Source: an optimization exercise on an open RTL-to-GDS flow (aim: small area, a short achievable clock period and few clock cycles). Production flows keep margins and buffers that such runs may drop. Function was checked by simulation only, so behaviour that the tests miss may differ from the original. Power figures rest on the tool's default switching activity, not on a simulated workload.

## ARM_SingleCycle_CPU
module ARM_SingleCycle_CPU
	#(parameter	BusWidth	= 32)
	(input logic		i_CLK, i_RESET,
	input logic[(BusWidth - 1):0]	i_Instr,
	output logic[(BusWidth - 1):0]	o_PC,
	output logic[(BusWidth - 1):0]	o_Data_Address,
	output logic					o_Mem_Write,
	output logic[(BusWidth - 1):0]	o_Write_Data,
	input logic[(BusWidth - 1):0]	i_Read_Data);
Settings: LEC_CHECK=0, ABC_AREA=1, CAP_MARGIN=20, CORE_MARGIN=2, CORE_UTILIZATION=40, CTS_BUF_LIST=sky130_fd_sc_hd__clkbuf_8, CTS_CLUSTER_DIAMETER=50, CTS_CLUSTER_SIZE=14, PLACE_DENSITY=0.75, SLEW_MARGIN=20, SYNTH_HIERARCHICAL=1, TNS_END_PERCENT=20; clock period 14.0 ns.
standard.sh (not shown) runs the stock make flow with config.mk's settings and CLKGATE_MAP_FILE= SYNTH_SCRIPT=/design/flow/synth_recipe.tcl, a recipe that flattens the netlist after the stock synthesis.
==> flow/flow/run.sh <==
#!/bin/bash
# The standard layout with two changes to the timing repair: the port
# buffers start as buf_2 (repair resizes them as needed) and the repair aims
# for 5 ns of setup slack at the 14 ns clock.
set -euo pipefail
export BUFFER_PORTS_ARGS="-buffer_cell sky130_fd_sc_hd__buf_2"
export SETUP_SLACK_MARGIN=5
bash standard.sh > standard_flow.log 2>&1
The first run completed with no timing, DRC or antenna violations.
Testbench counts at the start, summed over its fixed seeds: cycles 76,800.
Then changed:
--- a/flow/flow/run.sh
+++ b/flow/flow/run.sh
@@ -4 +4 @@
-# for 5 ns of setup slack at the 14 ns clock.
+# for 6 ns of setup slack at the 14 ns clock.
@@ -7 +7 @@
-export SETUP_SLACK_MARGIN=5
+export SETUP_SLACK_MARGIN=6
Settings changed: ABC_AREA 1 to default, CTS_CLUSTER_DIAMETER 50 to default, CTS_CLUSTER_SIZE 14 to default, PLACE_DENSITY 0.75 to 0.6.
After rerunning: The new run completed without violations; first-iteration DRC count rose by 4.0%; cell count fell by 19%; global-route usage rose by 5.1 points; sequential power rose by about 4%; cell area rose by 7.3%.
Then changed:
--- a/flow/flow/run.sh
+++ b/flow/flow/run.sh
@@ -4 +4 @@
-# for 6 ns of setup slack at the 14 ns clock.
+# for 5.5 ns of setup slack at the 14 ns clock.
@@ -7 +7 @@
-export SETUP_SLACK_MARGIN=6
+export SETUP_SLACK_MARGIN=5.5
Settings changed: ABC_AREA from default to 1, CORE_UTILIZATION 40 to 60, CTS_CLUSTER_DIAMETER from default to 50, CTS_CLUSTER_SIZE from default to 14, PLACE_DENSITY 0.6 to 0.8.
After rerunning:
- utilization goes up by 20 points
- worst setup slack is better by 490 ps
- final area shrinks by 4.5%
Then changed:
--- a/flow/flow/run.sh
+++ b/flow/flow/run.sh
@@ -4 +4 @@
-# for 5.5 ns of setup slack at the 14 ns clock.
+# for 5.25 ns of setup slack at the 14 ns clock.
@@ -7 +7 @@
-export SETUP_SLACK_MARGIN=5.5
+export SETUP_SLACK_MARGIN=5.25
Settings changed: CORE_UTILIZATION 60 to 40, CTS_CLUSTER_DIAMETER 50 to 55, CTS_CLUSTER_SIZE 14 to 16, GPL_ROUTABILITY_DRIVEN from default to 0, PLACE_DENSITY 0.8 to 0.75.
Flip-flop and latch count stays the same.
Cell count goes up by 6.4%.
Clock skew hardly moves.
Setup slack gets worse by 280 ps.
Wire length goes up by 0.49%.
Cell area goes down by 1.8%.
Maximum frequency goes down by 3.1%.
Via count goes up by 0.45%.
Power goes down by 2.2%.
Synthesized cell count is unchanged.

* * *

== job 7889 ==
The RTL this note starts from:
==> flow/design.v <==
module	ARM_AddressAdder
	(input logic[31:0]	i_Base,
	input logic[11:0]	i_Offset,
	output logic[31:0]	o_Address);
	logic[11:0]		s_G[4:0];
	logic[11:0]		s_P[4:0];
	logic[11:0]		s_X;
	logic[11:0]		s_C;
	logic[19:0]		s_Ones[5:0];
	assign s_X		= i_Base[11:0] ^ i_Offset;
	assign s_G[0]	= i_Base[11:0] & i_Offset;
	assign s_P[0]	= s_X;
	genvar	l, k;
	generate
		for (l = 0; l < 4; l++)
		begin : carry_level
			for (k = 0; k < 12; k++)
			begin : bit_k
				if (k >= (1 << l))
				begin
					assign s_G[l + 1][k] = s_G[l][k] | (s_P[l][k] & s_G[l][k - (1 << l)]);
					assign s_P[l + 1][k] = s_P[l][k] & s_P[l][k - (1 << l)];
				end
				else
				begin
					assign s_G[l + 1][k] = s_G[l][k];
					assign s_P[l + 1][k] = s_P[l][k];
				end
			end
		end
		assign s_Ones[0] = {i_Base[30:12], 1'b1};
		for (l = 0; l < 5; l++)
		begin : ones_level
			for (k = 0; k < 20; k++)
			begin : bit_k
				if (k >= (1 << l))
					assign s_Ones[l + 1][k] = s_Ones[l][k] & s_Ones[l][k - (1 << l)];
				else
					assign s_Ones[l + 1][k] = s_Ones[l][k];
			end
		end
	endgenerate
	assign s_C = {s_G[4][10:0], 1'b0};
	assign o_Address[11:0]	= s_X ^ s_C;
	assign o_Address[31:12]	= i_Base[31:12] ^ ({20{s_G[4][11]}} & s_Ones[5]);
endmodule
module	ARM_ConditionCheck
	(input logic[3:0]	i_Cond,
	input logic			i_N, i_Z, i_C, i_V,
	output logic		o_Pass);
	logic		s_Base;
	always_comb
	begin
		case (i_Cond[3:1])
			3'b000:		s_Base = i_Z;
			3'b001:		s_Base = i_C;
			3'b010:		s_Base = i_N;
			3'b011:		s_Base = i_V;
			3'b100:		s_Base = i_C & ~i_Z;
			3'b101:		s_Base = i_N == i_V;
			3'b110:		s_Base = ~i_Z & (i_N == i_V);
			default:	s_Base = 1'b1;
		endcase
	end
	assign o_Pass = (i_Cond == 4'b1110) | (s_Base ^ i_Cond[0]);
endmodule
module ARM_SingleCycle_CPU
	#(parameter	BusWidth	= 32)
	(input logic		i_CLK, i_RESET,
	input logic[(BusWidth - 1):0]	i_Instr,
	output logic[(BusWidth - 1):0]	o_PC,
	output logic[(BusWidth - 1):0]	o_Data_Address,
	output logic					o_Mem_Write,
	output logic[(BusWidth - 1):0]	o_Write_Data,
	input logic[(BusWidth - 1):0]	i_Read_Data);
	logic[3:0]	s_Cond, s_Cmd, s_Rn, s_Rd, s_Rm;
	logic[1:0]	s_Op;
	logic		s_I, s_S;
	assign s_Cond	= i_Instr[31:28];
	assign s_Op		= i_Instr[27:26];
	assign s_I		= i_Instr[25];
	assign s_Cmd	= i_Instr[24:21];
	assign s_S		= i_Instr[20];
	assign s_Rn		= i_Instr[19:16];
	assign s_Rd		= i_Instr[15:12];
	assign s_Rm		= i_Instr[3:0];
	logic		s_DP, s_Mem, s_Branch, s_Load;
	assign s_DP		= ~s_Op[1] & ~s_Op[0];
	assign s_Mem	= ~s_Op[1] &  s_Op[0];
	assign s_Branch	=  s_Op[1];
	assign s_Load	= s_Mem & s_S;
	logic		s_Sub, s_Logic, s_Cmp;
	assign s_Sub	= s_DP & s_Cmd[1];
	assign s_Logic	= s_DP & ~s_Cmd[1] & (s_Cmd[3] == s_Cmd[2]);
	assign s_Cmp	= s_Cmd[3] & s_Cmd[1];
	logic[31:0]	s_PC;
	logic		s_N, s_Z, s_C, s_V;
	logic[31:0]	s_PC_Plus4, s_PC_Plus8;
	assign s_PC_Plus4 = s_PC + 32'd4;
	assign s_PC_Plus8 = s_PC + 32'd8;
	logic		s_Cond_Pass;
	ARM_ConditionCheck	ConditionCheck
		(s_Cond, s_N, s_Z, s_C, s_V, s_Cond_Pass);
	logic[31:0]	s_RD1, s_RD2, s_Result;
	logic		s_Reg_Write;
	logic[3:0]	s_RA2;
	assign s_RA2 = s_Op[0] ? s_Rd : s_Rm;
	logic[31:0]	s_Regs[14:0];
	logic[14:0]	s_Valid;
	logic[14:0]	s_Write;
	logic[15:0]	s_Sel1, s_Sel2;
	always_comb
	begin
		for (int i = 0; i < 15; i++)
			s_Write[i] = s_Reg_Write & (s_Rd == i);
	end
	always_ff	@(posedge i_CLK, posedge i_RESET)
	begin
		if (i_RESET)	s_Valid <= 15'd0;
		else			s_Valid <= s_Valid | s_Write;
	end
	always_ff	@(posedge i_CLK)
	begin
		for (int i = 0; i < 15; i++)
			if (s_Write[i])	s_Regs[i] <= s_Result;
	end
	always_comb
	begin
		for (int i = 0; i < 15; i++)
		begin
			s_Sel1[i] = ~s_Branch & (s_Rn == i) & s_Valid[i];
			s_Sel2[i] = (s_RA2 == i) & s_Valid[i];
		end
		s_Sel1[15] = s_Branch | (s_Rn == 4'd15);
		s_Sel2[15] = (s_RA2 == 4'd15);
		s_RD1 = {32{s_Sel1[15]}} & s_PC_Plus8;
		s_RD2 = {32{s_Sel2[15]}} & s_PC_Plus8;
		for (int i = 0; i < 15; i++)
		begin
			s_RD1 = s_RD1 | ({32{s_Sel1[i]}} & s_Regs[i]);
			s_RD2 = s_RD2 | ({32{s_Sel2[i]}} & s_Regs[i]);
		end
	end
	logic[31:0]	s_B, s_B_X;
	always_comb
	begin
		case (s_Op)
			2'b00:		s_B = s_I ? {24'b0, i_Instr[7:0]} : s_RD2;
			default:	s_B = {{6{i_Instr[23]}}, i_Instr[23:0], 2'b00};
		endcase
	end
	assign s_B_X = s_B ^ {32{s_Sub}};
	ARM_AddressAdder	AddressAdder
		(s_RD1, i_Instr[11:0],
		o_Data_Address);
	logic[31:0]	s_Sum;
	logic		s_Carry;
	assign {s_Carry, s_Sum} = {1'b0, s_RD1} + {1'b0, s_B_X} + {32'b0, s_Sub};
	logic[31:0]	s_ALU;
	assign s_ALU = s_Logic ? (s_Cmd[3] ? (s_RD1 | s_B) : (s_RD1 & s_B)) : s_Sum;
	assign s_Result = s_Load ? i_Read_Data : s_ALU;
	logic		s_Flag_N, s_Flag_Z, s_Flag_C, s_Flag_V;
	assign s_Flag_N = s_ALU[31];
	assign s_Flag_Z = ~|s_ALU;
	assign s_Flag_C = s_Carry;
	assign s_Flag_V = (s_RD1[31] == s_B_X[31]) & (s_Sum[31] != s_RD1[31]);
	logic		s_Flag_Write;
	assign s_Flag_Write = s_Cond_Pass & s_DP & s_S;
	always_ff	@(posedge i_CLK, posedge i_RESET)
	begin
		if (i_RESET)
		begin
			s_N <= 1'b0;
			s_Z <= 1'b0;
			s_C <= 1'b0;
			s_V <= 1'b0;
		end
		else if (s_Flag_Write)
		begin
			s_N <= s_Flag_N;
			s_Z <= s_Flag_Z;
			if (~s_Logic)
			begin
				s_C <= s_Flag_C;
				s_V <= s_Flag_V;
			end
		end
	end
	logic		s_Writes_Rd, s_PC_Src;
	assign s_Writes_Rd	= (s_DP & ~s_Cmp) | s_Load;
	assign s_Reg_Write	= s_Cond_Pass & s_Writes_Rd;
	assign s_PC_Src		= s_Cond_Pass & (s_Branch | ((s_DP | s_Load) & (s_Rd == 4'd15)));
	always_ff	@(posedge i_CLK, posedge i_RESET)
	begin
		if (i_RESET)	s_PC <= 32'd0;
		else			s_PC <= s_PC_Src ? s_Result : s_PC_Plus4;
	end
	assign o_PC				= s_PC;
	assign o_Mem_Write		= s_Cond_Pass & s_Mem & ~s_S;
	assign o_Write_Data		= s_RD2;
endmodule
==> flow/config.mk <==
export PLATFORM = sky130hd
export DESIGN_NAME = ARM_SingleCycle_CPU
export DESIGN_NICKNAME = ARM_SingleCycle_CPU
export VERILOG_FILES = /design/flow/design.v
export SDC_FILE = /design/flow/constraint.sdc
export NUM_CORES = 4
export LEC_CHECK = 0
export ABC_AREA = 1
export CAP_MARGIN = 20
export CORE_MARGIN = 2
export CORE_UTILIZATION = 40
export CTS_BUF_LIST = sky130_fd_sc_hd__clkbuf_8
export CTS_CLUSTER_DIAMETER = 50
export CTS_CLUSTER_SIZE = 14
export PLACE_DENSITY = 0.75
export SLEW_MARGIN = 20
export SYNTH_HIERARCHICAL = 1
export TNS_END_PERCENT = 20
==> flow/constraint.sdc <==
create_clock -name core_clock -period 14.0 [get_ports {i_CLK}]
set_input_delay 2.8000 -clock core_clock [delete_from_list [all_inputs] [get_ports {i_CLK}]]
set_output_delay 2.8000 -clock core_clock [all_outputs]
set_load 0.01 [all_outputs]
==> flow/flow/run.sh <==
#!/bin/bash
# The standard layout with two changes to the timing repair: the port
# buffers start as buf_2 (repair resizes them as needed) and the repair aims
# for 5.5 ns of setup slack at the 14 ns clock.
set -euo pipefail
export BUFFER_PORTS_ARGS="-buffer_cell sky130_fd_sc_hd__buf_2"
export SETUP_SLACK_MARGIN=5.5
bash standard.sh > standard_flow.log 2>&1
Job 7889 completed end to end with timing, DRC and antenna clean.
Testbench counts of job 7889, summed over its fixed seeds: cycles 76,800.
> inputs changed (job 7889 -> job 5965)
Settings: PLACE_DENSITY: 0.75 -> 0.6; CTS_CLUSTER_DIAMETER: 50 -> unset; CTS_CLUSTER_SIZE: 14 -> unset.
==> flow/flow/run.sh <==
#!/bin/bash
# The standard layout with two changes to the timing repair: the port
# buffers start as buf_2 (repair resizes them as needed) and the repair aims
# for 7 ns of setup slack at the 14 ns clock.
set -euo pipefail
export BUFFER_PORTS_ARGS="-buffer_cell sky130_fd_sc_hd__buf_2"
export SETUP_SLACK_MARGIN=7
bash standard.sh > standard_flow.log 2>&1
As far as pin count of the biggest net entering global routing goes, job 7889 and job 5965 are indistinguishable; the numbers are identical. Comparing job 5965 against job 7889, there is no change at all in synthesized net count. o_Data_Address[14] as the capture point of the worst path was reported by job 5965, and o_Write_Data[26] by job 7889. Compared to job 7889, the router laid down more metal wire for job 5965. [job 5965 vs job 7889] post-route total power: higher in job 5965. Higher share of the final layout cell area in multi-input gates among job 5965 and job 7889: job 7889. Diff job 7889 -> job 5965 | data arrival time of the critical path | decrease of 110 ps. Lower total placed instance area among job 5965 and job 7889: job 7889. Compared with job 7889, in job 5965 full die area stayed essentially flat, routed wirelength normalized by instance count increased by 1.7 microns relative to the old numbers, total placed cells including tap cells essentially unchanged.
For job 3670, these inputs were changed with respect to job 5965:
Settings: SETUP_SLACK_MARGIN newly set to 5; TNS_END_PERCENT removed (was 20).
==> flow/run.sh (new file) <==
#!/bin/bash
# synth_recipe.tcl (not shown) runs the flow's synth.tcl, then flattens the netlist and writes it again
# the make line also repeats each setting of config.mk as NAME=value (left out here)
make -C /OpenROAD-flow-scripts/flow DESIGN_CONFIG=/design/flow/config.mk WORK_HOME=/design/flow/orfs CLKGATE_MAP_FILE= SYNTH_SCRIPT=/design/flow/synth_recipe.tcl finish
removed: flow/flow/run.sh
removed: flow/standard.sh
Results
Going from job 5965 to job 3670, fraction of the cycle the final worst path needs grows by 3.1 points.
Number of vias per cell after detailed routing: job 3670 and job 5965 compared, lower one is job 3670
Total power: job 3670 below job 5965
From job 3670 to job 5965, count of endpoints failing setup in the final report did not move at all.
Here is what was changed in the inputs of job 6497 compared with job 3670.
Settings: a change of PLACE_DENSITY from 0.6 to 0.75; an added TNS_END_PERCENT of 20; a deleted SETUP_SLACK_MARGIN that had been 5.
==> flow/flow/run.sh (new file) <==
#!/bin/bash
# The standard layout with two changes to the timing repair: the port
# buffers start as buf_2 (repair resizes them as needed) and the repair aims
# for 6 ns of setup slack at the 14 ns clock.
set -euo pipefail
export BUFFER_PORTS_ARGS="-buffer_cell sky130_fd_sc_hd__buf_2"
export SETUP_SLACK_MARGIN=6
bash standard.sh > standard_flow.log 2>&1
==> flow/standard.sh (new file) <==
#!/bin/bash
# synth_recipe.tcl (not shown) runs the flow's synth.tcl, then flattens the netlist and writes it again
# the make line also repeats each setting of config.mk as NAME=value (left out here)
make -C /OpenROAD-flow-scripts/flow DESIGN_CONFIG=/design/flow/config.mk WORK_HOME=/design/flow/orfs CLKGATE_MAP_FILE= SYNTH_SCRIPT=/design/flow/synth_recipe.tcl "${@:-finish}"
removed: flow/run.sh
### Flow results
No run among job 3670 and job 6497 stopped early or left any final violation; all are clean.
First-pass GRT wire length (higher): job 3670
Job 6497 vs job 3670 — combinational share of power rose 0.9 points.
In the flow results for job 3670 and job 6497, the ratio of cells with drive above 1 in the final layout is smaller on job 3670.
First-iteration DRC count in job 6497 is 767 higher than in job 3670
Here is what was changed in the inputs of job 6725 compared with job 6497.
Settings: a change of PLACE_DENSITY from 0.75 to 0.6; a deleted TNS_END_PERCENT that had been 20; a deleted ABC_AREA that had been 1; an added SETUP_SLACK_MARGIN of 5.
==> flow/run.sh (new file) <==
#!/bin/bash
# synth_recipe.tcl (not shown) runs the flow's synth.tcl, then flattens the netlist and writes it again
# the make line also repeats each setting of config.mk as NAME=value (left out here)
make -C /OpenROAD-flow-scripts/flow DESIGN_CONFIG=/design/flow/config.mk WORK_HOME=/design/flow/orfs CLKGATE_MAP_FILE= SYNTH_SCRIPT=/design/flow/synth_recipe.tcl finish
removed: flow/flow/run.sh
removed: flow/standard.sh
## What came out
Row count of multi-input combinational gates: job 6725 lower / job 6497 higher
Job 6725: final cycle utilization of the critical path 4.2 points above job 6497
Final design area excluding fillers of job 6725 falls short of that of job 6497 slightly.
Arrival time of data at the critical path endpoint: job 6725 vs job 6497 up 590 ps
Of the two values seen for most common cell after layout, fill and taps aside, sky130_fd_sc_hd__nand2_1 was produced by job 6497 and sky130_fd_sc_hd__edfxtp_1 by job 6725.
Changes observed in job 6725 relative to job 6497: worst setup margin now smaller; critical path depth decreased by 5 relative to the old numbers.
For count of nets after finishing, dividing the value from job 6497 by the value from job 6725 gives 1.4.
Wire length on met2, job 6497 and job 6725, lower one = job 6497.
Inputs modified between job 6725 and job 4724:
Settings: ABC_AREA now 1, previously not set; TNS_END_PERCENT now 20, previously not set; SETUP_SLACK_MARGIN no longer set, was 5.
==> flow/flow/run.sh (new file) <==
#!/bin/bash
# The standard layout with two changes to the timing repair: the port
# buffers start as buf_2 (repair resizes them as needed) and the repair aims
# for 6 ns of setup slack at the 14 ns clock.
set -euo pipefail
export BUFFER_PORTS_ARGS="-buffer_cell sky130_fd_sc_hd__buf_2"
export SETUP_SLACK_MARGIN=6
bash standard.sh > standard_flow.log 2>&1
==> flow/standard.sh (new file) <==
#!/bin/bash
# synth_recipe.tcl (not shown) runs the flow's synth.tcl, then flattens the netlist and writes it again
# the make line also repeats each setting of config.mk as NAME=value (left out here)
make -C /OpenROAD-flow-scripts/flow DESIGN_CONFIG=/design/flow/config.mk WORK_HOME=/design/flow/orfs CLKGATE_MAP_FILE= SYNTH_SCRIPT=/design/flow/synth_recipe.tcl "${@:-finish}"
removed: flow/run.sh
Notes after the runs:
- Job 4724 vs job 6725 — relative contribution of combinational cells to total power dropped 3.1 points.
- Sort job 4724 and job 6725 by final worst slack, ascending, and job 6725 comes first.
- Delta (job 4724 minus job 6725): final period demand of the worst path down 770 ps, wire length on met2 now sits lower, cell row count saw an increase, wire length went down by 8400 microns, via count went up by about 8%.
- For the utilization, job 4724 came in 0.67 points higher than job 6725 did.

re-timing with driven ports:
How much do the figures lean on ideal ports? The routed layouts below were timed once more, with nothing changed but the port constraints. Step 1 assumes that a clkbuf_16 drives the clock port and a buf_2 every other input. Step 2 also shifts input and output timing later by t, the mid clock arrival at the registers, as if the neighbouring blocks saw the same clock. Slacks: no drivers / after step 1 / after step 2; pairs: no drivers / after step 1.
| run | t, ns | setup WS [ns] | worst setup path at the end | slew at the worst register clock pin (ns) | worst slew at a driven data input, ns |
|---|---|---|---|---|---|
| the first run of note 1 | 0.774 | 4.893 / 4.861 / 4.376 | input to register | 0.10 / 0.10 | 0.08 |
| the second run of note 1 | 0.768 | 4.735 / 4.675 / 4.675 | input to output | 0.08 / 0.08 | 0.15 |
| the third run of note 1 | 0.796 | 5.230 / 5.164 / 4.695 | input to register | 0.11 / 0.11 | 0.09 |
| the fourth run of note 1 | 0.750 | 4.947 / 4.911 / 4.351 | input to register | 0.12 / 0.12 | 0.05 |
| job 7889 | 0.786 | 5.313 / 5.282 / 4.728 | input to register | 0.10 / 0.10 | 0.09 |
| job 5965 | 0.790 | 5.418 / 5.350 / 5.350 | input to output | 0.08 / 0.08 | 0.17 |
| job 3670 | 0.759 | 4.984 / 4.955 / 4.444 | input to register | 0.07 / 0.07 | 0.07 |
| job 6497 | 0.787 | 5.390 / 5.276 / 5.131 | input to register | 0.07 / 0.07 | 0.11 |
| job 6725 | 0.805 | 4.803 / 4.743 / 4.373 | input to register | 0.07 / 0.07 | 0.08 |
| job 4724 | 0.776 | 5.572 / 5.475 / 5.443 | input to register | 0.07 / 0.07 | 0.12 |
After both steps setup and hold are still met in every run listed. For the fourth run of note 1, which loses most, drivers alone change the setup slack by -0.036 ns; drivers and shift together by -0.596 ns.
